What follows belongs to an exercise in optimizing a design on an open flow for small area, a short achievable clock period and few clock cycles; a production flow would make more cautious choices. Only simulation tests tie the RTL to the original design; equivalence was not proved. Power figures rest on the tool's default switching activity, not on a simulated workload.

==> flow/design.v, too long to show whole: its modules and the start of the top module <==
// module alu: 14 lines
// module booth_enc: 22 lines
// module add_x3: 6 lines
// module add3: 10 lines
// module mul_tree: 535 lines
// module regfile: 34 lines
// module rf_dec: 11 lines
// module rf_mux31: 7 lines
// module mips_cpu: 217 lines
// module src_use: 15 lines
// module fetch_dec: 19 lines
// module fetch_hi: 13 lines
// module fetch_lo: 14 lines
// module ks_add8: 39 lines
module mips_cpu (
  input         clk,
  input         reset,
  output [31:0] imem_addr,
  input  [31:0] imem_rdata,
  output [31:0] dmem_addr,
  output [31:0] dmem_wdata,
  output        dmem_we,
  output        dmem_re,
  input  [31:0] dmem_rdata
);
  // ...
==> flow/flow/run.sh <==
#!/bin/bash
# The standard layout (the standard.sh: standard synthesis, floorplan,
# placement, CTS, routing) with two changes:
# - the buffers that placement puts on every input and output port are
#   buf_4 cells (the platform's MIN_BUF_CELL_AND_PORTS) rather than the
#   default choice;
# - repair_timing works to a setup margin of 8.0 ns, so that it improves
#   paths that already meet the clock period (the SDC is unchanged).
set -euo pipefail
export BUFFER_PORTS_ARGS="-buffer_cell sky130_fd_sc_hd__buf_4"
export SETUP_SLACK_MARGIN=8.0
bash standard.sh > standard_flow.log 2>&1
==> flow/standard.sh <==
#!/bin/bash
# synth_recipe.tcl (not shown) runs the flow's synth.tcl, then flattens the netlist and writes it again
# the make line also repeats each setting of config.mk as NAME=value (left out here)
make -C /OpenROAD-flow-scripts/flow DESIGN_CONFIG=/design/flow/config.mk WORK_HOME=/design/flow/orfs CLKGATE_MAP_FILE= SYNTH_SCRIPT=/design/flow/synth_recipe.tcl "${@:-finish}"
==> flow/config.mk <==
export PLATFORM = sky130hd
export DESIGN_NAME = mips_cpu
export DESIGN_NICKNAME = mips_cpu
export VERILOG_FILES = /design/flow/design.v
export SDC_FILE = /design/flow/constraint.sdc
export NUM_CORES = 4
export LEC_CHECK = 0
export CAP_MARGIN = 20
export CORE_MARGIN = 2
export CORE_UTILIZATION = 70
export CTS_CLUSTER_DIAMETER = 80
export CTS_CLUSTER_SIZE = 24
export SLEW_MARGIN = 20
export SYNTH_HIERARCHICAL = 1
==> flow/constraint.sdc <==
create_clock -name core_clock -period 11.5 [get_ports {clk}]
set_input_delay 2.3000 -clock core_clock [delete_from_list [all_inputs] [get_ports {clk}]]
set_output_delay 2.3000 -clock core_clock [all_outputs]
set_load 0.01 [all_outputs]
==> results.sh, run 1 <==
export IMPL_status="timing/DRC/antenna clean"
export IMPL_rows=124
export IMPL_slew_viol_final=0
export IMPL_pre_cts_slack_ps=6760
export IMPL_num_nonclk_buffers=582
export IMPL_port_buffers=161
export IMPL_netlist_area_sq_um=80770
export IMPL_arrival_ps=4290
export IMPL_grt_use_met1=0.6255
export IMPL_setup_worst_path_start_class="primary input"
export IMPL_end_kind="register"
export IMPL_power_w=0.01363
export IMPL_power_frac_comb=0.267
export IMPL_cp_cell_sequence="buf_8 > or3_4 > a211oi_4 > o21ai_2 > a21oi_2 > and3_1 > a31oi_1 > o311ai_2 > nor2_1 > nor4_1"
export IMPL_nets=7443
export IMPL_cts_sinks=1530
export IMPL_fp_dieW_um=343.7
export IMPL_skew_ps=37.39
export IMPL_rsz0062_at_grt="yes"
export IMPL_critPathTopFamily="compound AO/OA/AOI/OAI gates"
export IMPL_n_antenna_cell=19
export IMPL_crit_start="imem_rdata[3]"
export IMPL_leakage_nw=31.61
export IMPL_largest_reg_flops=992
export IMPL_multiInputGateArea_sq_um=38690
export IMPL_clkPwrFrac=0.246
export IMPL_die_area_sq_um=118100
export IMPL_nClkBuffers=119
export IMPL_maxCapViolations=0
export IMPL_fp_dieH_um=343.7
export IMPL_maxPowerGroup="registers"
Testbench counts, summed over its fixed seeds: cycles 64,223.
==> run 2: changes to the inputs <==
--- a/flow/flow/run.sh
+++ b/flow/flow/run.sh
@@ -6,3 +6,3 @@
 #   default choice;
-# - repair_timing works to a setup margin of 8.0 ns, so that it improves
+# - repair_timing works to a setup margin of 7.85 ns, so that it improves
 #   paths that already meet the clock period (the SDC is unchanged).
@@ -10,3 +10,3 @@
 export BUFFER_PORTS_ARGS="-buffer_cell sky130_fd_sc_hd__buf_4"
-export SETUP_SLACK_MARGIN=8.0
+export SETUP_SLACK_MARGIN=7.85
 bash standard.sh > standard_flow.log 2>&1
--- a/flow/config.mk
+++ b/flow/config.mk
@@ -9,3 +9,3 @@
 export CORE_MARGIN = 2
-export CORE_UTILIZATION = 70
+export CORE_UTILIZATION = 40
 export CTS_CLUSTER_DIAMETER = 80
==> run 2 against run 1 <==
Utilization fell by 34 points. Register-to-register slack got worse by 90 ps. Global-route usage fell by 21 points. First-iteration DRC count fell by 22%. Synthesized cell count did not move. Worst setup slack got worse by 45 ps. Via count fell by 5.3%. Non-clock buffer count fell by 55. Count of clock-buffer cells in the layout fell by 10. Largest cell class unchanged. Sequential power barely moved.
==> results.sh, run 2 <==
export IMPL_clkLatencyLatePin_ps=800
export IMPL_fp_dieW_um=453.4
export IMPL_pre_cts_slack_ps=6753
export IMPL_power_w=0.01391
export IMPL_ios=164
export IMPL_seq_power_share=0.477
export IMPL_final_common_cell="edfxtp_1"
export IMPL_dp_cells=9510
export IMPL_cts_buffer_depth=3
export IMPL_path_class="reg -> reg"
export IMPL_tritoncts="built"
export IMPL_stdcell_count=9799
export IMPL_slew_headroom=0.1853
export IMPL_dp_final_hpwl_um=218200
export IMPL_fmax_ghz=0.2695
export IMPL_drc=0
export IMPL_rsz0062_at_grt="yes"
export IMPL_worstReg2RegStart="id_inst[19]$_DFFE_PN_"
export IMPL_routed_wl_um=326400
export IMPL_nets=7400
export IMPL_drtIter0Drc=10250
export IMPL_cts_sinks=1530
export IMPL_p_per_area_nw_per_um2=152.8
export IMPL_synthCells=6882
export IMPL_place_gp_congestion=1.036
export IMPL_r2r_end="ex_b[11]$_DFF_P_"
export IMPL_power_frac_comb=0.247
export IMPL_die_area_sq_um=205500
export IMPL_regMostFlops="REG.regs"
export IMPL_largest_reg_flops=992
export IMPL_ff2ff_setup_slack_ps=7790
export IMPL_skew_ps=53.07
export IMPL_fin_crit_ps=3711
export IMPL_vias_per_cell=6.627
export IMPL_port_buffers=161
export IMPL_antenna_found_initial=32
export IMPL_leakage_nw=31.54
export IMPL_start_util=0.4033
export IMPL_vias=64940
export IMPL_core_sq_um=200300
export IMPL_switching_power_w=0.004719
export IMPL_sw_frac_of_total=0.3392
export IMPL_drtPass1Iterations=16
export IMPL_crit_start="id_inst[19]$_DFFE_PN_"
export IMPL_min_period_over_period=0.3227
export IMPL_hold_path_class="reg -> reg"
export IMPL_slew_viol_final=0
export IMPL_status="timing/DRC/antenna clean"
export IMPL_crit_fanout=32
export IMPL_maxCapViolations=0
export IMPL_critPathRequiredTime_ps=12190
export IMPL_rr_worst_depth=10
export IMPL_hold_end="pc[15]$_SDFF_PP0_"
export IMPL_wire_per_inst_um=33.31
export IMPL_timing_final_hold_violations=0
export IMPL_clkPwrFrac=0.276
export IMPL_grt_max_degree=109
export IMPL_ir_worst_vdd_mv=0.1153
export IMPL_hold_start="ex_alt[15]$_DFF_P_"
export IMPL_fp_dieH_um=453.4
export IMPL_clk_pin_slew_ps=100
export IMPL_grt_pass1_vias=60640
export IMPL_ant_nets=0
export IMPL_tns_ps=0
export IMPL_fin_ws_ps=7789
export IMPL_grt_pass1_wl_um=455800
export IMPL_clock_tree_root_cell="clkbuf_16"
export IMPL_hold_slack_ps=433.8
export IMPL_drive_above_1_share=0.1844
export IMPL_grt_ovfl_total=0
export IMPL_tightest_slew_ps=1209
export IMPL_final_cell_mix="1055 x edfxtp_1, 789 x a22oi_1, 479 x buf_4, 377 x nand2_1, 361 x dfxtp_1"
export IMPL_hold_path_depth=2
export IMPL_end_kind="register"
export IMPL_rows=164
export IMPL_syn_area_per_cell_sq_um=11.74
export IMPL_grt_use_total=0.3063
export IMPL_setup_viol=0
export IMPL_netlist_area_sq_um=80770
export IMPL_setup_worst_path_start_class="register"
export IMPL_area_delta_synth_final_pct=12.75
export IMPL_cts_inserted_buffers=94
export IMPL_cts_htree_levels=3
export IMPL_ys_warn_count=8
export IMPL_arrival_ps=4400
export IMPL_p_int_w=0.009192
[run 2: worst max-delay path by stage]
stage	to	cells after the start
2_1_floorplan	stall_r$_SDFF_PP0_	9
5_1_grt	mem_result[30]$_DFF_P_	14
3_3_place_gp	stall_r$_SDFF_PP0_	10
3_5_place_dp	stall_r$_SDFF_PP0_	10
6_report	ex_b[11]$_DFF_P_	10
4_1_cts	mem_result[30]$_DFF_P_	13
[run 2: cell type report]
class / count / area [sq um]
clock buffer: 109 / 2482
antenna: 19 / 47.55
clock inverter: 56 / 726.9
multi-input combinational: 4744 / 38090
inverter: 158 / 593.1
timing repair buffer: 527 / 4315
sequential: 1530 / 41490
fill: 18420 / 109200
tap: 2656 / 3323
[run 2: worst max-delay path, cell delays in order, from the launching register on]
cell,delay [ps]
edfxtp_1,550
buf_4,230
nand2b_4,190
nor2_2,50
buf_4,290
a22o_1,280
a221oi_2,180
nand3_1,320
or4_1,790
mux2_1,440
a22o_1,230
[run 2: layer usage]
| metal | wire length (um) | vias up | global-route usage |
|---|---|---|---|
| li1 | - | 27290 | - |
| met1 | 124100 | 32260 | 0.4054 |
| met2 | 140400 | 4487 | 0.4538 |
| met3 | 39750 | 889 | 0.08152 |
| met4 | 21980 | 20 | 0.1704 |
| met5 | 205 | - | 0.003498 |
[run 2: stage by stage]
step	instance area, sq um	util
floorplan	80880	-
global placement	85590	0.4274
detailed placement	85620	0.4275
CTS	90040	0.4496
global route	91020	0.4545
finish	91060	0.4547
[run 2: timing repair]
item                                    4_1_cts  5_1_grt
endpoints found under the hold margin         0        0
gates resized for setup                     248      152
endpoints found under the setup margin      713      471
hold buffers                                  0        0
setup buffers                                70       31
cloned                                        0        3
pin swaps                                    10       24
[run 2: power by group through the flow]
stage	Sequential, W	Combinational (W)	Clock (W)
2_1_floorplan	0.00652	0.00222	0
4_1_cts	0.00660	0.00333	0.00386
3_5_place_dp	0.00676	0.00316	0
3_3_place_gp	0.00676	0.00313	0
5_1_grt	0.00663	0.00360	0.00405
6_report	0.00663	0.00344	0.00384
==> run 3: changes to the inputs <==
--- a/flow/config.mk
+++ b/flow/config.mk
@@ -9,3 +9,3 @@
 export CORE_MARGIN = 2
-export CORE_UTILIZATION = 40
+export CORE_UTILIZATION = 60
 export CTS_CLUSTER_DIAMETER = 80
==> run 3 against run 2 <==
Still clean. Non-clock buffer count shrank 64. Synthesized area stayed put. Clock skew rose by 4.2 ps. First-iteration DRC count up 2.0%. Final cell count down 10%. Worst setup slack got worse by 51 ps. Sequential power barely moved. Wire length down 4.5%. Final area fell by 2.8%. Register-to-register slack worse by 50 ps.
==> results.sh, run 3 <==
export IMPL_status="timing/DRC/antenna clean"
export IMPL_critPathTopFamily="simple AND/OR/NAND/NOR gates"
export IMPL_clock_tree_root_cell="clkbuf_16"
export IMPL_synthCells=6882
export IMPL_area_delta_synth_final_pct=9.617
export IMPL_ios=164
export IMPL_postLayoutCellArea_sq_um=88530
export IMPL_dp_final_hpwl_um=205000
export IMPL_final_cell_mix="1055 x edfxtp_1, 789 x a22oi_1, 437 x buf_4, 377 x nand2_1, 364 x dfxtp_1"
export IMPL_tightest_slew_ps=1256
export IMPL_post_route_util=0.6634
export IMPL_hold_path_depth=2
export IMPL_drive_above_1_share=0.1671
export IMPL_crit_top_cell="buf_4"
export IMPL_grt_pass1_wl_um=438000
export IMPL_hold_buffers=0
export IMPL_fmax_ghz=0.2658
export IMPL_drtPass1Iterations=12
export IMPL_fp_dieW_um=370.9
export IMPL_drtIter0Drc=10450
export IMPL_vias_per_cell=7.419
export IMPL_end_kind="register"
export IMPL_fin_crit_ps=3762
export IMPL_top_usage_layer="met2"
export IMPL_ys_warn_count=8
export IMPL_die_area_sq_um=137600
export IMPL_largest_reg_flops=992
export IMPL_antenna_found_initial=31
export IMPL_netlist_area_sq_um=80770
export IMPL_cts_htree_levels=3
export IMPL_skew_ps=57.30
export IMPL_cpPeakStageDelay_ps=750
export IMPL_vias=65400
export IMPL_maxCapViolations=0
export IMPL_rows=134
export IMPL_rr_worst_depth=9
export IMPL_cp_cell_sequence="buf_4 > or3b_4 > nor2_2 > buf_4 > a22oi_1 > nand4_1 > or4_1 > mux2_1 > a22o_1"
export IMPL_final_common_cell="edfxtp_1"
export IMPL_slew_viol_final=0
export IMPL_ir_worst_vdd_mv=0.1909
export IMPL_clkLatencyLatePin_ps=770
export IMPL_wire_per_inst_um=35.37
export IMPL_timing_critical_path_buf_inv=2
export IMPL_place_gp_congestion=1.016
export IMPL_grt_use_total=0.4428
export IMPL_setup_worst_path_start_class="register"
export IMPL_tns_ps=0
export IMPL_arrival_ps=4440
export IMPL_grtUsageMet2=0.6495
export IMPL_port_buffers=161
export IMPL_cts_buffer_depth=3
export IMPL_hold_path_class="reg -> reg"
export IMPL_setup_viol=0
export IMPL_grt_use_met1=0.5657
export IMPL_grt_pass1_vias=61950
export IMPL_nets=7327
export IMPL_placed_cell_area_sq_um=84420
export IMPL_routed_wl_um=311800
export IMPL_tritoncts="built"
export IMPL_grt_max_degree=90
export IMPL_cts_inserted_buffers=86
export IMPL_crit_fanout=19
export IMPL_start_util=0.6052
export IMPL_clk_pin_slew_ps=90
export IMPL_nFillCells=10160
export IMPL_regMostFlops="REG.regs"
export IMPL_leakage_nw=30.81
export IMPL_path_class="reg -> reg"
export IMPL_ant_nets=0
export IMPL_drc=0
export IMPL_crit_slowest_cell="nor2_2"
export IMPL_timing_final_hold_violations=0
export IMPL_slew_headroom=0.1570
export IMPL_critPathRequiredTime_ps=12180
export IMPL_p_per_area_nw_per_um2=151.2
export IMPL_rsz0062_at_grt="yes"
export IMPL_use_met3=0.1479
export IMPL_cts_sinks=1530
export IMPL_grt_ovfl_total=0
export IMPL_core_sq_um=133500
export IMPL_min_period_over_period=0.3271
export IMPL_syn_area_per_cell_sq_um=11.74
export IMPL_crit_cells=9
export IMPL_fp_dieH_um=370.9
[run 3: layer usage]
metal	up-vias	share of wire
met4	30	0.076
li1	27100	-
met5	-	0.00093
met2	5114	0.43
met1	32000	0.35
met3	1153	0.15
[run 3: tightest hold or removal path: stages, from the launching register on]
cell and delay (ps):
dfxtp_1 300, nand2_1 40, a21oi_1 50
[run 3: final cells by class]
class                      count  area (sq um)  share of cell area
sequential                  1530         41430              0.4679
multi-input combinational   4743         37820              0.4272
timing repair buffer         463          3711             0.04192
clock buffer                 106          2301             0.02599
tap                         1768          2212             0.02499
inverter                     158         593.1            0.006699
clock inverter                36         440.4            0.004975
antenna                       11         27.53           0.0003109
[run 3: final timing paths]
path | start | to | slack, ps
worst max register to register | id_inst[18]$_DFFE_PN_ | ex_b[8]$_DFF_P_ | 7740
worst min register to register | ex_alt[3]$_DFF_P_ | pc[3]$_SDFF_PP0_ | 440
worst min-delay path | ex_alt[3]$_DFF_P_ | pc[3]$_SDFF_PP0_ | 440
worst max-delay path | id_inst[18]$_DFFE_PN_ | ex_b[8]$_DFF_P_ | 7740
[run 3: per-stage QoR]
| step | power [W] | setup WS, ps | hold WS [ps] | instances |
|---|---|---|---|---|
| 2_1_floorplan | 0.008741 | 7448 | 399.2 | 6889 |
| 3_3_place_gp | 0.009807 | 6776 | 421.8 | 8607 |
| 3_5_place_dp | 0.009832 | 6760 | 428.5 | 8607 |
| 4_1_cts | 0.01323 | 7755 | 427.2 | 8784 |
| 5_1_grt | 0.01371 | 7672 | 447.1 | 8809 |
| 6_report | 0.01338 | 7738 | 435.1 | 8815 |
[run 3: power breakdown]
group | switching [W] | leakage (nW) | internal [W]
Sequential | 0.000353 | 13.6 | 0.00627
Clock | 0.00196 | 1.33 | 0.00149
Combinational | 0.00214 | 15.8 | 0.00117
Total | 0.00445 | 30.8 | 0.00893
[run 3: what timing repair did]
action / 4_1_cts / 5_1_grt
pin swaps: 6 / 29
gates cloned: 0 / 2
endpoints found under the hold margin: 0 / 0
setup endpoints to repair: 595 / 414
resized for setup: 150 / 129
setup buffers: 35 / 18
==> module mips_cpu, before the edit <==
module mips_cpu (
  input         clk,
  input         reset,
  output [31:0] imem_addr,
  input  [31:0] imem_rdata,
  output [31:0] dmem_addr,
  output [31:0] dmem_wdata,
  output        dmem_we,
  output        dmem_re,
  input  [31:0] dmem_rdata
);
  localparam OP_R    = 6'b000000;
  localparam OP_J    = 6'b000010;
  localparam OP_BEQ  = 6'b000100;
  localparam OP_BNE  = 6'b000101;
  localparam OP_ADDI = 6'b001000;
  localparam OP_LUI  = 6'b001111;
  localparam OP_LW   = 6'b100011;
  localparam OP_SW   = 6'b101011;
  localparam F_SLL   = 6'b000000;
  localparam F_MULTU = 6'b011001;
  localparam F_ADD   = 6'b100000;
  localparam F_ADDU  = 6'b100001;
  localparam F_SUB   = 6'b100010;
  localparam F_SUBU  = 6'b100011;
  localparam F_XOR   = 6'b100110;
  reg  [29:0] pc;                  
  reg         id_valid;
  reg  [31:0] id_inst;
  reg         id_fastok;           
  reg  [29:0] id_pc1;              
  reg  [4:0]  ex_dest;             
  reg  [31:0] ex_a, ex_b, ex_sd;
  reg         fa_mem, fa_wb, fb_mem, fb_wb, fs_mem, fs_wb;
  reg  [4:0]  ex_shamt;
  reg         ex_sub, ex_xor, ex_sll;
  reg         ex_lw, ex_sw, ex_mul, ex_br, ex_bne, ex_pred;
  reg  [29:0] ex_alt;
  reg  [4:0]  mem_dest;
  reg  [31:0] mem_result, mem_sdata, mem_ma, mem_a3;
  reg  [10:0] mem_m1, mem_m2, mem_m3, mem_m4, mem_n;
  reg         mem_we, mem_re, mem_ld, mem_mul;
  reg  [4:0]  wb_dest;
  reg  [31:0] wb_val, wb_c, wb_d;
  wire        mispredict;
  wire [29:0] ex_target;
  wire        stall;
  assign imem_addr = {pc, 2'b00};
  wire [31:0] fi = imem_rdata;
  wire [29:0] pc1;
  wire [7:0]  t_lo, npc_lo;
  wire        c8, f_pred;
  wire        fix;
  assign pc1 = pc + 30'd1;
  ks_add8 LO (.x(pc1[7:0]), .y(fi[7:0]), .s(t_lo), .co(c8));
  wire [29:0] jt = {pc[29:26], fi[25:0]};
  fetch_lo FL (
    .fi(fi), .stall(stall), .pc_s(pc[7:0]), .pc1_s(pc1[7:0]), .t_lo(t_lo),
    .npc_lo(npc_lo), .pred(f_pred)
  );
  wire [21:0] n_hi;
  fetch_hi #(11) FH0 (
    .fi(fi), .stall(stall), .pc_s(pc[18:8]), .hi(pc1[18:8]), .jt(jt[18:8]), .n(n_hi[10:0])
  );
  fetch_hi #(11) FH1 (
    .fi(fi), .stall(stall), .pc_s(pc[29:19]), .hi(pc1[29:19]), .jt(jt[29:19]), .n(n_hi[21:11])
  );
  wire [29:0] npc_f = {n_hi, npc_lo};
  wire [29:0] npc   = mispredict ? ex_alt : fix ? id_tgt : npc_f;
  wire [5:0]  op    = id_inst[31:26];
  wire [4:0]  rs    = id_inst[25:21];
  wire [4:0]  rt    = id_inst[20:16];
  wire [4:0]  rd    = id_inst[15:11];
  wire [5:0]  funct = id_inst[5:0];
  wire is_r    = (op == OP_R);
  wire r_ok    = is_r & (funct == F_ADD | funct == F_ADDU | funct == F_SUB |
                         funct == F_SUBU | funct == F_XOR | funct == F_MULTU |
                         funct == F_SLL);
  wire is_sub  = is_r & (funct == F_SUB | funct == F_SUBU);
  wire is_xor  = is_r & (funct == F_XOR);
  wire is_sll  = is_r & (funct == F_SLL);
  wire is_mul  = is_r & (funct == F_MULTU);
  wire is_addi = (op == OP_ADDI);
  wire is_lui  = (op == OP_LUI);
  wire is_lw   = (op == OP_LW);
  wire is_sw   = (op == OP_SW);
  wire is_beq  = (op == OP_BEQ);
  wire is_bne  = (op == OP_BNE);
  wire use_rs  = (r_ok & ~is_sll) | is_addi | is_lw | is_sw | is_beq | is_bne;
  wire use_rt  = r_ok | is_sw | is_beq | is_bne;
  wire use_imm = is_addi | is_lui | is_lw | is_sw | is_mul;
  wire [4:0] dest = r_ok ? rd : (is_addi | is_lui | is_lw) ? rt : 5'd0;
  wire [31:0] imm_val = is_lui ? {id_inst[15:0], 16'd0} :
                        is_mul ? 32'd0 : {{16{id_inst[15]}}, id_inst[15:0]};
  wire [31:0] wd;
  add3 WD (.x(wb_val), .y(wb_c), .z(wb_d), .s(wd));
  wire [29:0] id_tgt = id_pc1 + {{14{id_inst[15]}}, id_inst[15:0]};
  wire id_pred = (is_beq | is_bne) & (op[0] ^ (rs == rt));
  assign fix   = id_valid & id_pred & ~id_fastok & ~stall;
  wire [31:0] rf_rs, rf_rt;
  regfile REG (
    .clk(clk),
    .ra1(rs), .ra2(rt), .rd1(rf_rs), .rd2(rf_rt),
    .we(wb_dest != 5'd0), .wa(wb_dest), .wd(wd), .bd(wb_val)
  );
  wire f_use_rs, f_use_rt;
  src_use FU (.inst(fi), .use_rs(f_use_rs), .use_rt(f_use_rt));
  wire [4:0] f_rs = fi[25:21], f_rt = fi[20:16];
  wire hit_id_fi  = (dest != 5'd0) &
                    ((f_use_rs & f_rs == dest) | (f_use_rt & f_rt == dest));
  wire hit_ex_fi  = (ex_dest != 5'd0) &
                    ((f_use_rs & f_rs == ex_dest) | (f_use_rt & f_rt == ex_dest));
  wire hit_mem_fi = (mem_dest != 5'd0) &
                    ((f_use_rs & f_rs == mem_dest) | (f_use_rt & f_rt == mem_dest));
  wire hit_ex_id  = (ex_dest != 5'd0) &
                    ((use_rs & rs == ex_dest) | (use_rt & rt == ex_dest));
  wire hit_mem_id = (mem_dest != 5'd0) &
                    ((use_rs & rs == mem_dest) | (use_rt & rt == mem_dest));
  wire id_long  = id_valid & (is_lw | is_mul);
  wire stall_n  = stall ? ((ex_mul & hit_ex_id) | (mem_mul & hit_mem_id))
                        : ((id_long & hit_id_fi) | (ex_mul & hit_ex_fi) |
                           (mem_mul & hit_mem_fi));
  reg  stall_r;
  assign stall  = id_valid & stall_r;
  wire go = id_valid & ~stall & ~mispredict;
  wire [31:0] a  = fa_mem ? mem_result : fa_wb ? wb_val : ex_a;
  wire [31:0] b  = fb_mem ? mem_result : fb_wb ? wb_val : ex_b;
  wire [31:0] sd = fs_mem ? mem_result : fs_wb ? wb_val : ex_sd;
  wire [31:0] alu_y;
  alu ALU (
    .sub(ex_sub), .sel_xor(ex_xor), .sel_sll(ex_sll),
    .a(a), .b(b), .shamt(ex_shamt), .y(alu_y)
  );
  wire [31:0] a3;
  add_x3 A3 (.a(a), .y(a3));
  wire [10:0] bm1, bm2, bm3, bm4, bn;
  booth_enc BE (.b(sd), .m1(bm1), .m2(bm2), .m3(bm3), .m4(bm4), .n(bn));
  wire br_eq = (a == b);
  assign mispredict = ex_br & ((br_eq ^ ex_bne) ^ ex_pred);
  assign dmem_addr  = mem_result;
  assign dmem_wdata = mem_sdata;
  assign dmem_we    = mem_we;
  assign dmem_re    = mem_re;
  wire [31:0] mul_r0, mul_r1, mul_r2;
  mul_tree MUL (
    .a(mem_ma), .a3(mem_a3),
    .m1(mem_m1), .m2(mem_m2), .m3(mem_m3), .m4(mem_m4), .n(mem_n),
    .r0(mul_r0), .r1(mul_r1), .r2(mul_r2)
  );
  always @(posedge clk) begin
    if (reset) begin
      pc       <= 30'd0;
      id_valid <= 1'b0;
      stall_r  <= 1'b0;
      ex_dest  <= 5'd0;
      ex_lw    <= 1'b0;
      ex_sw    <= 1'b0;
      ex_mul   <= 1'b0;
      ex_br    <= 1'b0;
      mem_dest <= 5'd0;
      mem_we   <= 1'b0;
      mem_re   <= 1'b0;
      mem_ld   <= 1'b0;
      mem_mul  <= 1'b0;
      wb_dest  <= 5'd0;
    end else begin
      pc <= npc;
      stall_r <= stall_n;
      if (mispredict | fix) id_valid <= 1'b0;
      else if (!stall)      id_valid <= 1'b1;
      ex_dest  <= go ? dest : 5'd0;
      ex_lw    <= go & is_lw;
      ex_sw    <= go & is_sw;
      ex_mul   <= go & is_mul;
      ex_br    <= go & (is_beq | is_bne);
      mem_dest <= ex_dest;
      mem_we   <= ex_sw;
      mem_re   <= ex_lw;
      mem_ld   <= ex_lw & ~ex_mul;    
      mem_mul  <= ex_mul;
      wb_dest  <= mem_dest;
    end
    if (!stall) begin
      id_inst <= fi;
      id_fastok <= f_pred & (c8 ~^ fi[7]);
      id_pc1  <= pc1;
    end
    ex_a     <= use_rs ? rf_rs : 32'd0;
    ex_b     <= use_imm ? imm_val : rf_rt;
    ex_sd    <= rf_rt;
    fa_mem   <= use_rs & (ex_dest != 5'd0) & (rs == ex_dest);
    fa_wb    <= use_rs & (mem_dest != 5'd0) & (rs == mem_dest);
    fb_mem   <= ~use_imm & (ex_dest != 5'd0) & (rt == ex_dest);
    fb_wb    <= ~use_imm & (mem_dest != 5'd0) & (rt == mem_dest);
    fs_mem   <= (ex_dest != 5'd0) & (rt == ex_dest);
    fs_wb    <= (mem_dest != 5'd0) & (rt == mem_dest);
    ex_shamt <= id_inst[10:6];
    ex_sub   <= is_sub;
    ex_xor   <= is_xor;
    ex_sll   <= is_sll;
    ex_bne   <= is_bne;
    ex_pred  <= id_pred;
    ex_alt   <= id_pred ? id_pc1 : id_tgt;
    mem_result <= alu_y;
    mem_ma     <= a;
    mem_sdata  <= sd;
    mem_a3     <= a3;
    mem_m1     <= bm1;
    mem_m2     <= bm2;
    mem_m3     <= bm3;
    mem_m4     <= bm4;
    mem_n      <= bn;
    wb_val <= mem_mul ? mul_r0 : mem_ld ? dmem_rdata : mem_result;
    wb_c   <= mem_mul ? mul_r1 : 32'd0;
    wb_d   <= mem_mul ? mul_r2 : 32'd0;
  end
endmodule
==> run 4: changes to the inputs <==
--- a/flow/design.v
+++ b/flow/design.v
@@ -678,3 +678,3 @@
   reg  [4:0]  mem_dest;
-  reg  [31:0] mem_result, mem_sdata, mem_ma, mem_a3;
+  reg  [31:0] mem_result, mem_sdata, mem_a3;
   reg  [10:0] mem_m1, mem_m2, mem_m3, mem_m4, mem_n;
@@ -784,3 +784,3 @@
   mul_tree MUL (
-    .a(mem_ma), .a3(mem_a3),
+    .a(mem_result), .a3(mem_a3),
     .m1(mem_m1), .m2(mem_m2), .m3(mem_m3), .m4(mem_m4), .n(mem_n),
@@ -843,3 +843,2 @@
     mem_result <= alu_y;
-    mem_ma     <= a;
     mem_sdata  <= sd;
==> run 4 against run 3 <==
Clock power rose by 1%. Combinational power rose by 75%. Final cell count rose by 1.2%. Synthesized cell count fell by 0.46%. Sequential share of layout area fell by 1.5 points. Global-route usage rose by 0.36 points. Highest routed layer unchanged. Wire length rose by 0.89%.
==> results.sh, run 4 <==
export IMPL_core_sq_um=133000
export IMPL_clkLatencyLatePin_ps=760
export IMPL_multiInputGateArea_sq_um=37940
export IMPL_final_common_cell="edfxtp_1"
export IMPL_maxCapViolations=0
export IMPL_cpPeakStageDelay_ps=460
export IMPL_area_delta_synth_final_pct=12.23
export IMPL_hold_buffers=0
export IMPL_ys_warn_count=8
export IMPL_placed_cell_area_sq_um=83910
export IMPL_power_w=0.01577
export IMPL_p_per_area_nw_per_um2=175.3
export IMPL_drive_above_1_share=0.1866
export IMPL_regMostFlops="REG.regs"
export IMPL_critPathRequiredTime_ps=9200
export IMPL_cts_sinks=1498
export IMPL_fin_ws_ps=7736
export IMPL_min_period_over_period=0.3273
export IMPL_ios=164
export IMPL_tns_ps=0
export IMPL_drc=0
export IMPL_netlist_area_sq_um=80130
export IMPL_dp_cells=8596
export IMPL_antenna_found_initial=24
export IMPL_drtPass1Iterations=12
export IMPL_syn_area_per_cell_sq_um=11.70
export IMPL_leakage_nw=31.79
export IMPL_cts_inserted_buffers=85
export IMPL_fp_dieH_um=369.4
export IMPL_postLayoutCellArea_sq_um=89930
export IMPL_arrival_ps=1460
export IMPL_slew_viol_final=0
export IMPL_hold_path_class="reg -> reg"
export IMPL_slew_headroom=0.1021
export IMPL_setup_worst_path_start_class="register"
export IMPL_tritoncts="built"
export IMPL_pre_cts_slack_ps=6732
export IMPL_end_kind="output pin"
export IMPL_crit_fanout=2
export IMPL_fmax_ghz=0.2657
export IMPL_rows=134
export IMPL_grt_max_degree=89
export IMPL_crit_slowest_cell="dfxtp_4"
export IMPL_setup_viol=0
export IMPL_grt_use_total=0.4464
export IMPL_skew_ps=46.36
export IMPL_critPathTopFamily="flip-flops"
export IMPL_largest_reg_flops=992
export IMPL_rsz0062_at_grt="yes"
export IMPL_nets=7434
export IMPL_drtIter0Drc=10950
export IMPL_stdcell_count=8920
export IMPL_cp_cell_sequence="buf_12 > buf_6"
export IMPL_path_class="reg -> out"
export IMPL_start_util=0.6027
export IMPL_cts_buffer_depth=3
export IMPL_regArea_sq_um=40760
export IMPL_grt_pass1_wl_um=439400
export IMPL_place_gp_congestion=0.9967
export IMPL_cts_htree_levels=3
export IMPL_clock_tree_root_cell="clkbuf_16"
export IMPL_grt_ovfl_total=0
export IMPL_timing_critical_path_buf_inv=2
export IMPL_port_buffers=161
export IMPL_status="timing/DRC/antenna clean"
export IMPL_timing_final_hold_violations=0
export IMPL_vias_per_cell=7.423
export IMPL_ant_nets=0
export IMPL_fp_dieW_um=369.4
export IMPL_die_area_sq_um=136500
export IMPL_fin_crit_ps=3764
export IMPL_routed_wl_um=314600
export IMPL_ir_worst_vdd_mv=0.3925
export IMPL_clk_pin_slew_ps=90
export IMPL_final_cell_mix="1055 x edfxtp_1, 789 x a22oi_1, 495 x buf_4, 373 x nand2_1, 341 x dfxtp_1"
export IMPL_grt_pass1_vias=61860
export IMPL_wire_per_inst_um=35.27
export IMPL_tightest_slew_ps=1333
export IMPL_synthCells=6850
export IMPL_vias=66210
export IMPL_nFillCells=9962
export IMPL_dp_final_hpwl_um=197300
[run 4: final timing paths]
check,endpoint,start,slack [ps],cells after the start
worst max-delay path,dmem_addr[2],mem_result[2]$_DFF_P_,7740,2
worst min-delay path,pc[0]$_SDFF_PP0_,ex_alt[0]$_DFF_P_,430,2
worst max register to register,ex_b[24]$_DFF_P_,id_inst[19]$_DFFE_PN_,7800,9
worst min register to register,pc[0]$_SDFF_PP0_,ex_alt[0]$_DFF_P_,430,2
[run 4: where the power goes]
group | leakage [nW] | total, W | switching [W] | internal (W)
clock network | 1.36 | 0.00349 | 0.00196 | 0.00152
registers | 13.4 | 0.00649 | 0.000337 | 0.00615
logic | 17.1 | 0.00578 | 0.00348 | 0.00231
total | 31.8 | 0.0158 | 0.00578 | 0.00999
[run 4: layout make-up]
class,count,area share
flip-flops and latches,1498,0.4533
multi-input cells,4745,0.4219
repair buffers,601,0.06232
clock buffers,101,0.02549
well taps,1768,0.02460
inverters,158,0.006595
clock inverters,40,0.005524
diodes,9,0.0002504
[run 4: what timing repair did]
action / CTS / global route
gates cloned: 17 / 2
setup buffers: 133 / 22
gates resized for setup: 247 / 155
pin swaps: 13 / 37
endpoints found under the setup margin: 575 / 472
[run 4: metrics by stage]
stage | utilization | hold WS (ps)
6_report | 0.6764 | 427.7
5_1_grt | 0.6762 | 455.3
3_3_place_gp | 0.6310 | 423.8
3_5_place_dp | 0.6311 | 429.6
4_1_cts | 0.6703 | 436.7
2_1_floorplan | - | 399.2
[run 4: routing by layer]
layer,part of all wire,global-route usage,vias to the layer above
met5,0.0011,0,-
met4,0.075,0.2711,30
met3,0.15,0.1424,1223
met2,0.42,0.6399,5406
met1,0.36,0.5905,32280
li1,-,-,27280
[run 4: tightest hold or removal path, delay by kind of cell (launching register included)]
| family | cells | cell delay (ps) |
|---|---|---|
| AOI/OAI and AO/OA | 1 | 50 |
| DFF | 1 | 310 |
| and+or+nand+nor | 1 | 50 |
Testbench counts of run 4, summed over its fixed seeds: cycles 64,223.
==> run 5: changes to the inputs <==
--- a/flow/design.v
+++ b/flow/design.v
@@ -678,3 +678,3 @@
   reg  [4:0]  mem_dest;
-  reg  [31:0] mem_result, mem_sdata, mem_a3;
+  reg  [31:0] mem_result, mem_sdata, mem_ma, mem_a3;
   reg  [10:0] mem_m1, mem_m2, mem_m3, mem_m4, mem_n;
@@ -784,3 +784,3 @@
   mul_tree MUL (
-    .a(mem_result), .a3(mem_a3),
+    .a(mem_ma), .a3(mem_a3),
     .m1(mem_m1), .m2(mem_m2), .m3(mem_m3), .m4(mem_m4), .n(mem_n),
@@ -843,2 +843,3 @@
     mem_result <= alu_y;
+    mem_ma     <= a;
     mem_sdata  <= sd;
--- a/flow/flow/run.sh
+++ b/flow/flow/run.sh
@@ -6,3 +6,3 @@
 #   default choice;
-# - repair_timing works to a setup margin of 7.85 ns, so that it improves
+# - repair_timing works to a setup margin of 8.2 ns, so that it improves
 #   paths that already meet the clock period (the SDC is unchanged).
@@ -10,3 +10,3 @@
 export BUFFER_PORTS_ARGS="-buffer_cell sky130_fd_sc_hd__buf_4"
-export SETUP_SLACK_MARGIN=7.85
+export SETUP_SLACK_MARGIN=8.2
 bash standard.sh > standard_flow.log 2>&1
==> run 5 against run 4 <==
Still clean on timing, DRC and antenna. Clock power grew 2%. Final cell count grew 2.9%. Sequential cell count grew 32. Register-to-register slack gained 40 ps. Fmax grew 2.9%. Global-route usage grew 1.9 points. Count of clock-buffer cells in the layout grew 2. Critical endpoint is now REG.regs[26][21]$_DFFE_PP_. Utilization grew 5.0 points. Total power shrank 8.7%.
==> results.sh, run 5 <==
export IMPL_setup_viol=0
export IMPL_tns_ps=0
export IMPL_syn_area_per_cell_sq_um=11.74
export IMPL_hold_path_depth=2
export IMPL_place_gp_congestion=1.026
export IMPL_clk_pin_slew_ps=100
export IMPL_core_sq_um=133500
export IMPL_fp_dieW_um=370.9
export IMPL_cts_htree_levels=3
export IMPL_wire_per_inst_um=37.14
export IMPL_maxCapViolations=0
export IMPL_slew_headroom=0.2249
export IMPL_dp_final_hpwl_um=204700
export IMPL_fin_crit_ps=3656
export IMPL_nets=7681
export IMPL_critPathRequiredTime_ps=12130
export IMPL_timing_critical_path_buf_inv=3
export IMPL_ys_warn_count=8
export IMPL_clkLatencyLatePin_ps=780
export IMPL_p_per_area_nw_per_um2=148.4
export IMPL_vias_per_cell=7.526
export IMPL_area_delta_synth_final_pct=20.09
export IMPL_crit_slowest_cell="dfxtp_4"
export IMPL_ant_nets=0
export IMPL_cpPeakStageDelay_ps=470
export IMPL_grt_pass1_wl_um=457100
export IMPL_grt_ovfl_total=0
export IMPL_rr_worst_depth=12
export IMPL_end_kind="register"
export IMPL_dp_cells=8577
export IMPL_cts_inserted_buffers=84
export IMPL_cp_cell_sequence="fa_1 > ha_1 > a21oi_1 > o21ai_1 > a32oi_2 > nand2_2 > a221oi_4 > buf_6 > buf_6 > o21ai_4 > xor2_4 > clkbuf_16"
export IMPL_synthCells=6882
export IMPL_rsz0062_at_grt="yes"
export IMPL_status="timing/DRC/antenna clean"
export IMPL_fin_ws_ps=7844
export IMPL_ir_worst_vdd_mv=0.1727
export IMPL_netlist_area_sq_um=80770
export IMPL_hold_buffers=0
export IMPL_arrival_ps=4280
export IMPL_fp_dieH_um=370.9
export IMPL_slew_viol_final=0
export IMPL_final_cell_mix="1055 x edfxtp_1, 737 x a22oi_1, 509 x buf_4, 363 x nand2_1, 313 x xnor2_1"
export IMPL_routed_wl_um=340900
export IMPL_critPathTopFamily="compound AO/OA/AOI/OAI gates"
export IMPL_antenna_found_initial=48
export IMPL_stdcell_count=9178
export IMPL_drc=0
export IMPL_grt_use_total=0.4653
export IMPL_drtIter0Drc=13260
export IMPL_min_period_over_period=0.3179
export IMPL_cts_buffer_depth=3
export IMPL_fmax_ghz=0.2735
export IMPL_leakage_nw=33.87
export IMPL_regMostFlops="REG.regs"
export IMPL_hold_slack_ps=430.3
export IMPL_drive_above_1_share=0.2712
export IMPL_vias=69070
export IMPL_pre_cts_slack_ps=6783
export IMPL_setup_worst_path_start_class="register"
export IMPL_tritoncts="built"
export IMPL_die_area_sq_um=137600
export IMPL_rows=134
export IMPL_hold_path_class="reg -> reg"
export IMPL_crit_top_cell="buf_6"
export IMPL_clock_tree_root_cell="clkbuf_16"
export IMPL_ios=164
export IMPL_grt_pass1_vias=62970
export IMPL_cts_sinks=1530
export IMPL_regArea_sq_um=41640
export IMPL_final_common_cell="edfxtp_1"
export IMPL_grt_max_degree=70
export IMPL_nFillCells=9057
export IMPL_skew_ps=56.48
export IMPL_drtPass1Iterations=14
export IMPL_tightest_slew_ps=1151
export IMPL_start_util=0.6052
export IMPL_crit_fanout=8
export IMPL_path_class="reg -> reg"
export IMPL_largest_reg_flops=992
export IMPL_port_buffers=161
export IMPL_crit_cells=12
export IMPL_timing_final_hold_violations=0
export IMPL_multiInputGateArea_sq_um=41290
[run 5: worst reg2reg max path: cells and delay by family, from the launching register on]
kind	cells	cell delay (ps)
xor+xnor	1	390
compound gates	5	1160
simple gates	1	110
fa+ha+maj	2	830
buf+inv	3	570
flops	1	470
[run 5: layout make-up]
cell class	instances	share of cell area
Tap cell	1768	0.02281
Timing Repair Buffer	802	0.08652
Clock buffer	103	0.02327
Inverter	158	0.006205
Sequential cell	1530	0.4293
Clock inverter	34	0.005586
Antenna cell	23	0.0005934
Multi-Input combinational cell	4760	0.4257
[run 5: per-stage QoR]
| step | power, W | cell area (sq um) | utilization |
|---|---|---|---|
| after floorplan | 0.008782 | 81240 | - |
| after global placement | 0.009902 | 84410 | 0.6325 |
| after detailed placement | 0.009927 | 84430 | 0.6326 |
| after CTS | 0.01382 | 92460 | 0.6928 |
| after global routing | 0.01463 | 96940 | 0.7264 |
| final | 0.01439 | 96990 | 0.7267 |
[run 5: worst paths after layout]
check,start,end,slack (ps)
setup reg to reg,wb_val[10]$_DFF_P_,REG.regs[26][21]$_DFFE_PP_,7840
hold reg to reg,ex_alt[24]$_DFF_P_,pc[24]$_SDFF_PP0_,430
setup / recovery,wb_val[10]$_DFF_P_,REG.regs[26][21]$_DFFE_PP_,7840
hold / removal,ex_alt[24]$_DFF_P_,pc[24]$_SDFF_PP0_,430
[run 5: what timing repair did]
action                     CTS  global route
setup endpoints to repair  976           765
resized for setup          731           539
cloned                      28            18
pin swaps                  133           226
buffers inserted           202           191
[run 5: power by group]
group,switching [W],total [W],internal (W)
Clock,0.00201,0.00355,0.00154
Combinational,0.00260,0.00422,0.00162
Sequential,0.000346,0.00662,0.00628
[run 5: routing by layer]
metal,up-vias,part of all wire,wire length [um],track usage
li1,27840,-,-,-
met1,33710,0.34,115500,0.5913
met2,6098,0.41,139700,0.6444
met3,1387,0.17,59520,0.2139
met4,32,0.075,25450,0.2765
met5,-,0.0021,722,0.03427
Testbench counts of run 5, summed over its fixed seeds: cycles 64,223.
==> run 6: changes to the inputs <==
--- a/flow/design.v
+++ b/flow/design.v
@@ -742,3 +742,3 @@
     .ra1(rs), .ra2(rt), .rd1(rf_rs), .rd2(rf_rt),
-    .we(wb_dest != 5'd0), .wa(wb_dest), .wd(wd), .bd(wb_val)
+    .we(wb_dest != 5'd0), .wa(wb_dest), .wd(wd), .bd(wd)
   );
@@ -751,12 +751,7 @@
                     ((f_use_rs & f_rs == ex_dest) | (f_use_rt & f_rt == ex_dest));
-  wire hit_mem_fi = (mem_dest != 5'd0) &
-                    ((f_use_rs & f_rs == mem_dest) | (f_use_rt & f_rt == mem_dest));
   wire hit_ex_id  = (ex_dest != 5'd0) &
                     ((use_rs & rs == ex_dest) | (use_rt & rt == ex_dest));
-  wire hit_mem_id = (mem_dest != 5'd0) &
-                    ((use_rs & rs == mem_dest) | (use_rt & rt == mem_dest));
   wire id_long  = id_valid & (is_lw | is_mul);
-  wire stall_n  = stall ? ((ex_mul & hit_ex_id) | (mem_mul & hit_mem_id))
-                        : ((id_long & hit_id_fi) | (ex_mul & hit_ex_fi) |
-                           (mem_mul & hit_mem_fi));
+  wire stall_n  = stall ? (ex_mul & hit_ex_id)
+                        : ((id_long & hit_id_fi) | (ex_mul & hit_ex_fi));
   reg  stall_r;
--- a/flow/flow/run.sh
+++ b/flow/flow/run.sh
@@ -6,3 +6,3 @@
 #   default choice;
-# - repair_timing works to a setup margin of 8.2 ns, so that it improves
+# - repair_timing works to a setup margin of 8.0 ns, so that it improves
 #   paths that already meet the clock period (the SDC is unchanged).
@@ -10,3 +10,3 @@
 export BUFFER_PORTS_ARGS="-buffer_cell sky130_fd_sc_hd__buf_4"
-export SETUP_SLACK_MARGIN=8.2
+export SETUP_SLACK_MARGIN=8.0
 bash standard.sh > standard_flow.log 2>&1
--- a/flow/config.mk
+++ b/flow/config.mk
@@ -9,5 +9,3 @@
 export CORE_MARGIN = 2
-export CORE_UTILIZATION = 60
-export CTS_CLUSTER_DIAMETER = 80
-export CTS_CLUSTER_SIZE = 24
+export CORE_UTILIZATION = 40
 export SLEW_MARGIN = 20
==> run 6 against run 5 <==
Count of clock-buffer cells in the layout increased by 93. Worst setup slack lost 11 ps. Synthesized cell count decreased by 0.87%. Still clean. Sequential cell count stayed put. First-iteration DRC count down 30%. Register-to-register slack gained 60 ps. Final area grew 0.89%. Critical endpoint is now dmem_addr[24]. Global-route usage down 15 points. Utilization shrank 24 points. Critical path depth is 11 lower. Via count fell by 4.1%. Die area rose by 50%.
==> results.sh, run 6 <==
export IMPL_status="timing/DRC/antenna clean"
export IMPL_fp_dieW_um=453.8
export IMPL_drtIter0Drc=9332
export IMPL_crit_slowest_cell="dfxtp_4"
export IMPL_clock_tree_root_cell="clkbuf_16"
export IMPL_regMostFlops="REG.regs"
export IMPL_ys_warn_count=8
export IMPL_fmax_ghz=0.2727
export IMPL_ir_worst_vdd_mv=0.1635
export IMPL_crit_fanout=2
export IMPL_min_period_over_period=0.3189
export IMPL_hold_path_class="reg -> reg"
export IMPL_slew_viol_final=0
export IMPL_arrival_ps=1370
export IMPL_p_per_area_nw_per_um2=162.8
export IMPL_maxCapViolations=0
export IMPL_drive_above_1_share=0.2550
export IMPL_grt_max_degree=98
export IMPL_wire_per_inst_um=33.28
export IMPL_critPathRequiredTime_ps=9200
export IMPL_path_class="reg -> out"
export IMPL_cts_sinks=1530
export IMPL_core_sq_um=201700
export IMPL_vias_per_cell=6.615
export IMPL_cts_inserted_buffers=163
export IMPL_clkLatencyLatePin_ps=850
export IMPL_nFillCells=17600
export IMPL_fin_ws_ps=7833
export IMPL_leakage_nw=34.40
export IMPL_timing_critical_path_buf_inv=1
export IMPL_vias=66210
export IMPL_tightest_slew_ps=1237
export IMPL_drtPass1Iterations=13
export IMPL_grt_pass1_vias=63330
export IMPL_port_buffers=161
export IMPL_setup_worst_path_start_class="register"
export IMPL_area_delta_synth_final_pct=20.90
export IMPL_tns_ps=0
export IMPL_fin_crit_ps=3667
export IMPL_dp_final_hpwl_um=207300
export IMPL_pre_cts_slack_ps=6779
export IMPL_clk_pin_slew_ps=70
export IMPL_hold_path_depth=2
export IMPL_final_cell_mix="1055 x edfxtp_1, 789 x a22oi_1, 444 x buf_4, 312 x xnor2_1, 312 x dfxtp_1"
export IMPL_tritoncts="built"
export IMPL_skew_ps=77.78
export IMPL_nets=7539
export IMPL_ios=164
export IMPL_largest_reg_flops=992
export IMPL_timing_final_hold_violations=0
export IMPL_setup_viol=0
export IMPL_rsz0062_at_grt="yes"
export IMPL_rows=165
export IMPL_syn_area_per_cell_sq_um=11.86
export IMPL_drc=0
export IMPL_hold_buffers=0
export IMPL_synthCells=6822
export IMPL_crit_cells=1
export IMPL_start_util=0.4013
export IMPL_hold_slack_ps=435.5
export IMPL_cts_htree_levels=4
export IMPL_cpPeakStageDelay_ps=400
export IMPL_grt_pass1_wl_um=464700
export IMPL_critPathTopFamily="flip-flops"
export IMPL_rr_worst_depth=12
export IMPL_slew_headroom=0.1668
export IMPL_place_gp_congestion=1.003
export IMPL_final_common_cell="edfxtp_1"
export IMPL_routed_wl_um=333100
export IMPL_grt_use_total=0.3113
export IMPL_die_area_sq_um=206000
export IMPL_ant_nets=0
export IMPL_cts_buffer_depth=3
export IMPL_grt_ovfl_total=0
export IMPL_netlist_area_sq_um=80940
export IMPL_fp_dieH_um=453.8
export IMPL_end_kind="output pin"
export IMPL_cp_cell_sequence="buf_6"
export IMPL_antenna_found_initial=29
run 6: per-layer routing:
metal	vias up	part of all wire	track usage
met4	12	0.080	0.2039
li1	27540	-	-
met2	4571	0.43	0.4610
met3	1113	0.12	0.09096
met5	-	0.00024	0
met1	32980	0.36	0.3955
run 6: where the power goes:
part	switching (W)	internal [W]
Clock	0.00236	0.00315
Combinational	0.00234	0.00146
Sequential	0.000341	0.00629
Total	0.00504	0.0109
run 6: worst paths after layout:
kind                           from                 to  slack [ps]
min reg2reg      ex_alt[24]$_DFF_P_  pc[24]$_SDFF_PP0_         440
max reg2reg      wb_val[10]$_DFF_P_   ex_b[24]$_DFF_P_        7900
max          mem_result[24]$_DFF_P_      dmem_addr[24]        7830
min              ex_alt[24]$_DFF_P_  pc[24]$_SDFF_PP0_         440
run 6: through the flow:
step,instance area [sq um],total power [W],util,instances
global placement,85590,0.009747,0.4244,9400
detailed placement,85600,0.009763,0.4244,9400
CTS,95470,0.01563,0.4733,9896
floorplan,81210,0.008801,-,6829
finish,97850,0.01593,0.4851,10010
global route,97830,0.01635,0.4850,10000
run 6: what timing repair did:
| item | 4_1_cts | 5_1_grt |
|---|---|---|
| pin swaps | 85 | 112 |
| gates cloned | 19 | 7 |
| hold endpoints to repair | 0 | 0 |
| endpoints found under the setup margin | 854 | 409 |
| buffers inserted | 177 | 97 |
| gates resized for setup | 707 | 300 |
run 6: area by class of cell:
type | instances | area, sq um | share of cell area
sequential | 1530 | 41580 | 0.4249
clock inverter | 104 | 1276 | 0.01304
clock buffer | 196 | 4264 | 0.04358
antenna | 8 | 20.02 | 0.0002046
inverter | 209 | 844.6 | 0.008631
multi-input combinational | 4659 | 40470 | 0.4136
tap | 2672 | 3343 | 0.03417
timing repair buffer | 631 | 6052 | 0.06185
run 6: worst min-delay path, stage by stage (launching register included):
cell and delay [ps]:
dfxtp_1 290, inv_1 50, a221oi_2 50
Testbench counts of run 6, summed over its fixed seeds: cycles 63,824.
==> run 7: changes to the inputs <==
--- a/flow/config.mk
+++ b/flow/config.mk
@@ -10,2 +10,4 @@
 export CORE_UTILIZATION = 40
+export CTS_CLUSTER_DIAMETER = 100
+export CTS_CLUSTER_SIZE = 30
 export SLEW_MARGIN = 20
==> run 7 against run 6 <==
Sequential share of layout area increased by 1.5 points. Via count decreased by 1.3%. Worst hold slack got worse by 7.7 ps. Critical endpoint is now ex_a[25]$_SDFF_PN0_. Still clean on timing, DRC and antenna. Synthesized area unchanged.
==> results.sh, run 7 <==
export IMPL_antenna_found_initial=27
export IMPL_wirelength_met1_um=122700
export IMPL_clk_pin_slew_ps=120
export IMPL_stdcell_count=9842
export IMPL_post_route_util=0.4690
export IMPL_grt_pass1_wl_um=457400
export IMPL_dp_final_hpwl_um=207300
export IMPL_nFillCells=17920
export IMPL_vias_per_cell=6.641
export IMPL_tightest_slew_ps=1295
export IMPL_crit_fanout=5
export IMPL_hold_slack_ps=427.8
export IMPL_hold_path_class="reg -> reg"
export IMPL_syn_area_per_cell_sq_um=11.86
export IMPL_routed_wl_um=330100
export IMPL_final_common_cell="edfxtp_1"
export IMPL_p_per_area_nw_per_um2=142.5
export IMPL_synthCells=6822
export IMPL_final_cell_mix="1055 x edfxtp_1, 792 x a22oi_1, 461 x buf_4, 312 x xnor2_1, 307 x dfxtp_1"
export IMPL_path_class="reg -> reg"
export IMPL_ios=164
export IMPL_vias=65360
export IMPL_nets=7464
export IMPL_arrival_ps=4240
export IMPL_tritoncts="built"
export IMPL_place_gp_congestion=1.003
export IMPL_cp_cell_sequence="fa_2 > ha_4 > fa_2 > a211oi_4 > o21ai_4 > a32oi_2 > nand2_2 > a221oi_4 > buf_12 > buf_6 > o21bai_4 > xor2_4 > buf_6 > mux2_4 > nor2b_1"
export IMPL_critPathTopFamily="compound AO/OA/AOI/OAI gates"
export IMPL_skew_ps=103.0
export IMPL_met3_length_um=38690
export IMPL_netlist_area_sq_um=80940
export IMPL_crit_slowest_cell="fa_2"
export IMPL_fmax_ghz=0.2761
export IMPL_grt_use_total=0.3061
export IMPL_cts_buffer_depth=3
export IMPL_tns_ps=0
export IMPL_rows=165
export IMPL_grt_max_degree=98
export IMPL_start_util=0.4013
export IMPL_cts_inserted_buffers=66
export IMPL_cts_htree_levels=3
export IMPL_timing_final_hold_violations=0
export IMPL_largest_reg_flops=992
export IMPL_cts_sinks=1530
export IMPL_timing_critical_path_buf_inv=3
export IMPL_wire_per_inst_um=33.54
export IMPL_status="timing/DRC/antenna clean"
export IMPL_clock_tree_root_cell="clkbuf_16"
export IMPL_routed_wl_met2_um=143500
export IMPL_area_delta_synth_final_pct=16.89
export IMPL_cpPeakStageDelay_ps=450
export IMPL_grt_pass1_vias=61640
export IMPL_slew_headroom=0.1278
export IMPL_drive_above_1_share=0.2443
export IMPL_maxCapViolations=0
export IMPL_end_kind="register"
export IMPL_rsz0062_at_grt="yes"
export IMPL_leakage_nw=32.84
export IMPL_ir_worst_vdd_mv=0.1174
export IMPL_grt_ovfl_total=0
export IMPL_drtPass1Iterations=10
export IMPL_fin_crit_ps=3622
export IMPL_die_area_sq_um=206000
export IMPL_core_sq_um=201700
export IMPL_critPathRequiredTime_ps=12120
export IMPL_ant_nets=0
export IMPL_fp_dieH_um=453.8
export IMPL_setup_worst_path_start_class="register"
export IMPL_setup_viol=0
export IMPL_drtIter0Drc=9530
export IMPL_min_period_over_period=0.3149
export IMPL_port_buffers=161
export IMPL_dp_cells=9400
export IMPL_slew_viol_final=0
export IMPL_clkLatencyLatePin_ps=770
export IMPL_ys_warn_count=8
export IMPL_maxUsedRoutingLayer="met5"
export IMPL_fp_dieW_um=453.8
export IMPL_drc=0
export IMPL_regMostFlops="REG.regs"
-- run 7: cell type report --
class | instances | area, sq um | share of cell area
Antenna cell | 12 | 30.03 | 0.0003174
Clock buffer | 89 | 1802 | 0.01904
Clock inverter | 18 | 341.6 | 0.003611
Inverter | 209 | 830.8 | 0.008782
Multi-Input combinational cell | 4660 | 40480 | 0.4279
Sequential cell | 1530 | 41610 | 0.4399
Tap cell | 2672 | 3343 | 0.03534
Timing Repair Buffer | 652 | 6162 | 0.06514
-- run 7: worst register-to-register path, cell delays in order (launching register included) --
cell and delay (ps):
dfxtp_4 380, fa_2 450, ha_4 180, fa_2 380, a211oi_4 320, o21ai_4 130
a32oi_2 200, nand2_2 110, a221oi_4 300, buf_12 170, buf_6 110, o21bai_4 90
xor2_4 180, buf_6 130, mux2_4 240, nor2b_1 130
-- run 7: report_power, final --
group / total, W / switching, W / internal [W]
registers: 0.00662 / 0.000334 / 0.00628
logic: 0.00378 / 0.00233 / 0.00145
clock network: 0.00309 / 0.00189 / 0.00120
-- run 7: per-layer routing --
metal  track usage  vias to the layer above
met5             0                        -
met4        0.1896                        8
met3       0.07609                      974
met2        0.4575                     4422
met1        0.3981                    32730
li1              -                    27220
-- run 7: worst paths after layout --
kind                    endpoint          startpoint  depth (start not counted)  slack (ps)
max          ex_a[25]$_SDFF_PN0_   wb_val[1]$_DFF_P_                         15        7880
min            pc[26]$_SDFF_PP0_  ex_alt[26]$_DFF_P_                          2         430
max reg2reg  ex_a[25]$_SDFF_PN0_   wb_val[1]$_DFF_P_                         15        7880
min reg2reg    pc[26]$_SDFF_PP0_  ex_alt[26]$_DFF_P_                          2         430
-- run 7: metrics by stage --
| stage | instance area (sq um) | worst slack [ps] | total power, W |
|---|---|---|---|
| 2_1_floorplan | 81210 | 7618 | 0.008801 |
| 3_3_place_gp | 85590 | 6735 | 0.009747 |
| 3_5_place_dp | 85600 | 6779 | 0.009763 |
| 4_1_cts | 91740 | 7851 | 0.01314 |
| 5_1_grt | 94580 | 7786 | 0.01385 |
| 6_report | 94610 | 7878 | 0.01348 |
-- run 7: what timing repair did --
item	CTS	global route
endpoints found under the setup margin	871	395
pin swaps	71	144
endpoints found under the hold margin	0	0
gates resized for setup	658	360
buffers inserted	175	121
hold buffers	0	0
gates cloned	17	9
==> module fetch_lo, before the edit <==
module fetch_lo (
  input  [31:0] fi,
  input         stall,
  input  [7:0]  pc_s,
  input  [7:0]  pc1_s,
  input  [7:0]  t_lo,        
  output [7:0]  npc_lo,
  output        pred
);
  wire s_s, s_j, s_t, s_n;
  fetch_dec D (.fi(fi), .stall(stall), .s_s(s_s), .s_j(s_j), .s_t(s_t), .s_n(s_n), .pred(pred));
  assign npc_lo = ({8{s_s}} & pc_s) | ({8{s_j}} & fi[7:0]) |
                  ({8{s_n}} & pc1_s) | ({8{s_t}} & t_lo);
endmodule
==> run 8: changes to the inputs <==
--- a/flow/design.v
+++ b/flow/design.v
@@ -696,3 +696,3 @@
   fetch_lo FL (
-    .fi(fi), .stall(stall), .pc_s(pc[7:0]), .pc1_s(pc1[7:0]), .t_lo(t_lo),
+    .fi(fi), .stall(stall), .lpexit(f_lpexit), .pc_s(pc[7:0]), .pc1_s(pc1[7:0]), .t_lo(t_lo),
     .npc_lo(npc_lo), .pred(f_pred)
@@ -708,2 +708,10 @@
   wire [29:0] npc   = mispredict ? ex_alt : fix ? id_tgt : npc_f;
+  reg  [11:0] lp_tag;              
+  reg  [3:0]  lp_cnt, lp_trip;
+  reg         lp_valid;
+  reg         id_lphit, id_lpexit, ex_lphit, ex_bwd;
+  reg         lu_hit, lu_alloc, lu_taken;
+  reg  [11:0] lu_tag;
+  wire        f_lphit  = (pc1[11:0] == lp_tag);
+  wire        f_lpexit = f_lphit & lp_valid & (lp_cnt == lp_trip);
   wire [5:0]  op    = id_inst[31:26];
@@ -736,3 +744,3 @@
   wire [29:0] id_tgt = id_pc1 + {{14{id_inst[15]}}, id_inst[15:0]};
-  wire id_pred = (is_beq | is_bne) & (op[0] ^ (rs == rt));
+  wire id_pred = (is_beq | is_bne) & (op[0] ^ (rs == rt)) & ~id_lpexit;
   assign fix   = id_valid & id_pred & ~id_fastok & ~stall;
@@ -742,3 +750,3 @@
     .ra1(rs), .ra2(rt), .rd1(rf_rs), .rd2(rf_rt),
-    .we(wb_dest != 5'd0), .wa(wb_dest), .wd(wd), .bd(wd)
+    .we(wb_dest != 5'd0), .wa(wb_dest), .wd(wd), .bd(wb_val)
   );
@@ -751,7 +759,12 @@
                     ((f_use_rs & f_rs == ex_dest) | (f_use_rt & f_rt == ex_dest));
+  wire hit_mem_fi = (mem_dest != 5'd0) &
+                    ((f_use_rs & f_rs == mem_dest) | (f_use_rt & f_rt == mem_dest));
   wire hit_ex_id  = (ex_dest != 5'd0) &
                     ((use_rs & rs == ex_dest) | (use_rt & rt == ex_dest));
+  wire hit_mem_id = (mem_dest != 5'd0) &
+                    ((use_rs & rs == mem_dest) | (use_rt & rt == mem_dest));
   wire id_long  = id_valid & (is_lw | is_mul);
-  wire stall_n  = stall ? (ex_mul & hit_ex_id)
-                        : ((id_long & hit_id_fi) | (ex_mul & hit_ex_fi));
+  wire stall_n  = stall ? ((ex_mul & hit_ex_id) | (mem_mul & hit_mem_id))
+                        : ((id_long & hit_id_fi) | (ex_mul & hit_ex_fi) |
+                           (mem_mul & hit_mem_fi));
   reg  stall_r;
@@ -788,2 +801,6 @@
       stall_r  <= 1'b0;
+      lp_valid <= 1'b0;
+      lp_cnt   <= 4'd0;
+      lu_hit   <= 1'b0;
+      lu_alloc <= 1'b0;
       ex_dest  <= 5'd0;
@@ -801,2 +818,17 @@
       pc <= npc;
+      lu_hit   <= ex_br & ex_lphit;
+      lu_alloc <= ex_br & ~ex_lphit & ex_bwd & ex_pred;
+      lu_taken <= br_eq ^ ex_bne;
+      if (lu_hit) begin
+        if (lu_taken) lp_cnt <= lp_cnt + 4'd1;
+        else begin
+          lp_cnt   <= 4'd0;
+          lp_trip  <= lp_cnt;
+          lp_valid <= 1'b1;
+        end
+      end else if (lu_alloc & ~lu_taken) begin
+        lp_tag   <= lu_tag;
+        lp_cnt   <= 4'd0;
+        lp_valid <= 1'b0;
+      end
       stall_r <= stall_n;
@@ -818,3 +850,5 @@
       id_inst <= fi;
-      id_fastok <= f_pred & (c8 ~^ fi[7]);
+      id_fastok <= f_pred & ~f_lpexit & (c8 ~^ fi[7]);
+      id_lphit  <= f_lphit;
+      id_lpexit <= f_lpexit;
       id_pc1  <= pc1;
@@ -836,2 +870,5 @@
     ex_pred  <= id_pred;
+    ex_lphit <= id_lphit;
+    ex_bwd   <= id_inst[15];
+    lu_tag   <= ex_alt[11:0];
     ex_alt   <= id_pred ? id_pc1 : id_tgt;
@@ -903,2 +940,3 @@
   input  [7:0]  pc1_s,
+  input         lpexit,      
   input  [7:0]  t_lo,        
@@ -907,4 +945,6 @@
 );
-  wire s_s, s_j, s_t, s_n;
-  fetch_dec D (.fi(fi), .stall(stall), .s_s(s_s), .s_j(s_j), .s_t(s_t), .s_n(s_n), .pred(pred));
+  wire s_s, s_j, s_t0, s_n0;
+  fetch_dec D (.fi(fi), .stall(stall), .s_s(s_s), .s_j(s_j), .s_t(s_t0), .s_n(s_n0), .pred(pred));
+  wire s_t = s_t0 & ~lpexit;
+  wire s_n = s_n0 | (s_t0 & lpexit);
   assign npc_lo = ({8{s_s}} & pc_s) | ({8{s_j}} & fi[7:0]) |
--- a/flow/config.mk
+++ b/flow/config.mk
@@ -9,5 +9,5 @@
 export CORE_MARGIN = 2
-export CORE_UTILIZATION = 40
-export CTS_CLUSTER_DIAMETER = 100
-export CTS_CLUSTER_SIZE = 30
+export CORE_UTILIZATION = 60
+export CTS_CLUSTER_DIAMETER = 80
+export CTS_CLUSTER_SIZE = 24
 export SLEW_MARGIN = 20
==> run 8 against run 7 <==
Still clean. Combinational power is 2% higher. Count of clock-buffer cells in the layout rose by 10. Wire length shrank 0.45%. Worst hold slack got worse by 83 ps. Synthesized area rose by 1.7%. Sequential power is 3% higher. Worst setup slack got worse by 50 ps. Critical endpoint is now dmem_addr[3]. Largest power group unchanged. Highest routed layer unchanged.
==> results.sh, run 8 <==
export IMPL_status="timing/DRC/antenna clean"
export IMPL_hold_start="ex_alt[2]$_DFF_P_"
export IMPL_fp_dieW_um=374.3
export IMPL_multiInputGateArea_sq_um=39620
export IMPL_setup_worst_path_start_class="register"
export IMPL_grt_max_degree=120
export IMPL_grt_pass1_wl_um=453800
export IMPL_grt_ovfl_total=0
export IMPL_leakage_nw=32.37
export IMPL_dp_final_hpwl_um=209400
export IMPL_drc=0
export IMPL_worstReg2RegStart="id_inst[17]$_DFFE_PN_"
export IMPL_antenna_found_initial=36
export IMPL_hold_path_depth=0
export IMPL_final_cell_mix="1074 x edfxtp_1, 776 x a22oi_1, 417 x buf_4, 362 x nand2_1, 340 x dfxtp_1"
export IMPL_regArea_sq_um=42580
export IMPL_cts_htree_levels=3
export IMPL_place_gp_congestion=1.015
export IMPL_cts_inserted_buffers=87
export IMPL_vias=67410
export IMPL_ff2ff_setup_slack_ps=7910
export IMPL_r2r_end="ex_b[18]$_DFF_P_"
export IMPL_nFillCells=10100
export IMPL_grt_use_total=0.4500
export IMPL_maxUsedRoutingLayer="met5"
export IMPL_cp_cell_sequence="buf_6"
export IMPL_fp_dieH_um=374.3
export IMPL_rsz0062_at_grt="yes"
export IMPL_drtPass1Iterations=14
export IMPL_die_area_sq_um=140100
export IMPL_rr_worst_depth=9
export IMPL_cpPeakStageDelay_ps=470
export IMPL_arrival_ps=1370
export IMPL_post_route_util=0.6873
export IMPL_path_class="reg -> out"
export IMPL_drtIter0Drc=11930
export IMPL_largest_reg_flops=992
export IMPL_hold_end="lu_tag[2]$_DFF_P_"
export IMPL_tns_ps=0
export IMPL_tritoncts="built"
export IMPL_ir_worst_vdd_mv=0.2457
export IMPL_fin_ws_ps=7828
export IMPL_skew_ps=47.31
export IMPL_hold_buffers=0
export IMPL_ios=164
export IMPL_grt_pass1_vias=62410
export IMPL_drive_above_1_share=0.2129
export IMPL_met3_length_um=53090
export IMPL_routed_wl_met2_um=136800
export IMPL_timing_final_hold_violations=0
export IMPL_dp_cells=8672
export IMPL_stdcell_count=9037
export IMPL_netlist_area_sq_um=82280
export IMPL_fmax_ghz=0.2724
export IMPL_critPathTopFamily="flip-flops"
export IMPL_pre_cts_slack_ps=6763
export IMPL_vias_per_cell=7.459
export IMPL_hold_path_class="reg -> reg"
export IMPL_slew_headroom=0.1702
export IMPL_cts_sinks=1570
export IMPL_wirelength_met1_um=113900
export IMPL_clkLatencyLatePin_ps=770
export IMPL_area_delta_synth_final_pct=13.44
export IMPL_port_buffers=161
export IMPL_slew_viol_final=0
export IMPL_min_period_over_period=0.3193
export IMPL_cts_buffer_depth=3
export IMPL_syn_area_per_cell_sq_um=11.83
export IMPL_end_kind="output pin"
export IMPL_critPathRequiredTime_ps=9200
export IMPL_clk_pin_slew_ps=110
[run 8: cell type report]
| class | instances | share of cell area |
|---|---|---|
| clock buffer | 99 | 0.02425 |
| sequential | 1570 | 0.4562 |
| multi-input combinational | 4781 | 0.4245 |
| tap | 1781 | 0.02387 |
| inverter | 157 | 0.006340 |
| clock inverter | 43 | 0.005898 |
| timing repair buffer | 583 | 0.05840 |
| antenna | 23 | 0.0006166 |
[run 8: report_power, final]
group	total (W)	leakage, nW	switching [W]	internal, W
sequential	0.00680	14.0	0.000362	0.00643
combinational	0.00386	17.0	0.00245	0.00140
clock	0.00357	1.36	0.00204	0.00153
total	0.0142	32.4	0.00485	0.00937
[run 8: per-layer routing]
| metal | GRT usage | vias to the layer above |
|---|---|---|
| met4 | 0.2572 | 24 |
| met5 | 0.008576 | - |
| li1 | - | 27690 |
| met1 | 0.5747 | 32880 |
| met3 | 0.1881 | 1219 |
| met2 | 0.6415 | 5602 |
[run 8: stage by stage]
step | hold WS (ps) | total power (W) | area, sq um
finish | 344.9 | 0.01422 | 93340
global route | 349.4 | 0.01449 | 93300
CTS | 343.6 | 0.01386 | 91410
detailed placement | 335.4 | 0.01017 | 85910
global placement | 329.1 | 0.01015 | 85910
floorplan | 323.3 | 0.008936 | 82490
[run 8: repair_timing]
| action | CTS | global route |
|---|---|---|
| setup buffers | 123 | 59 |
| endpoints found under the hold margin | 0 | 0 |
| setup endpoints to repair | 847 | 660 |
| pin swaps | 57 | 92 |
| resized for setup | 475 | 275 |
| cloned | 6 | 11 |
[run 8: worst max path at each step]
stage | from | to | slack [ps]
2_1_floorplan | imem_rdata[0] | stall_r$_SDFF_PP0_ | 7510
3_3_place_gp | imem_rdata[0] | stall_r$_SDFF_PP0_ | 6880
3_5_place_dp | fb_wb$_DFF_P_ | mem_result[30]$_DFF_P_ | 6760
4_1_cts | wb_val[24]$_DFF_P_ | mem_result[30]$_DFF_P_ | 7840
5_1_grt | fb_wb$_DFF_P_ | mem_result[30]$_DFF_P_ | 7830
6_report | mem_result[3]$_DFF_P_ | dmem_addr[3] | 7830
[run 8: worst register-to-register path, stage by stage, from the launching register on]
cell and delay, ps:
edfxtp_1 560, buf_6 210, nand3b_1 220, nor2_2 80, buf_6 240, a22oi_1 340
nand4_1 380, or4_4 650, mux2_1 420, a221o_1 390
Testbench counts of run 8, summed over its fixed seeds: cycles 63,547.

Setup slack of run 8, layout unchanged: 7.828 ns with ideal ports, 7.751 ns with driving cells assumed (clock clkbuf_16, inputs buf_2), 7.169 ns with port delays also shifted by the 0.828 ns mid clock arrival.
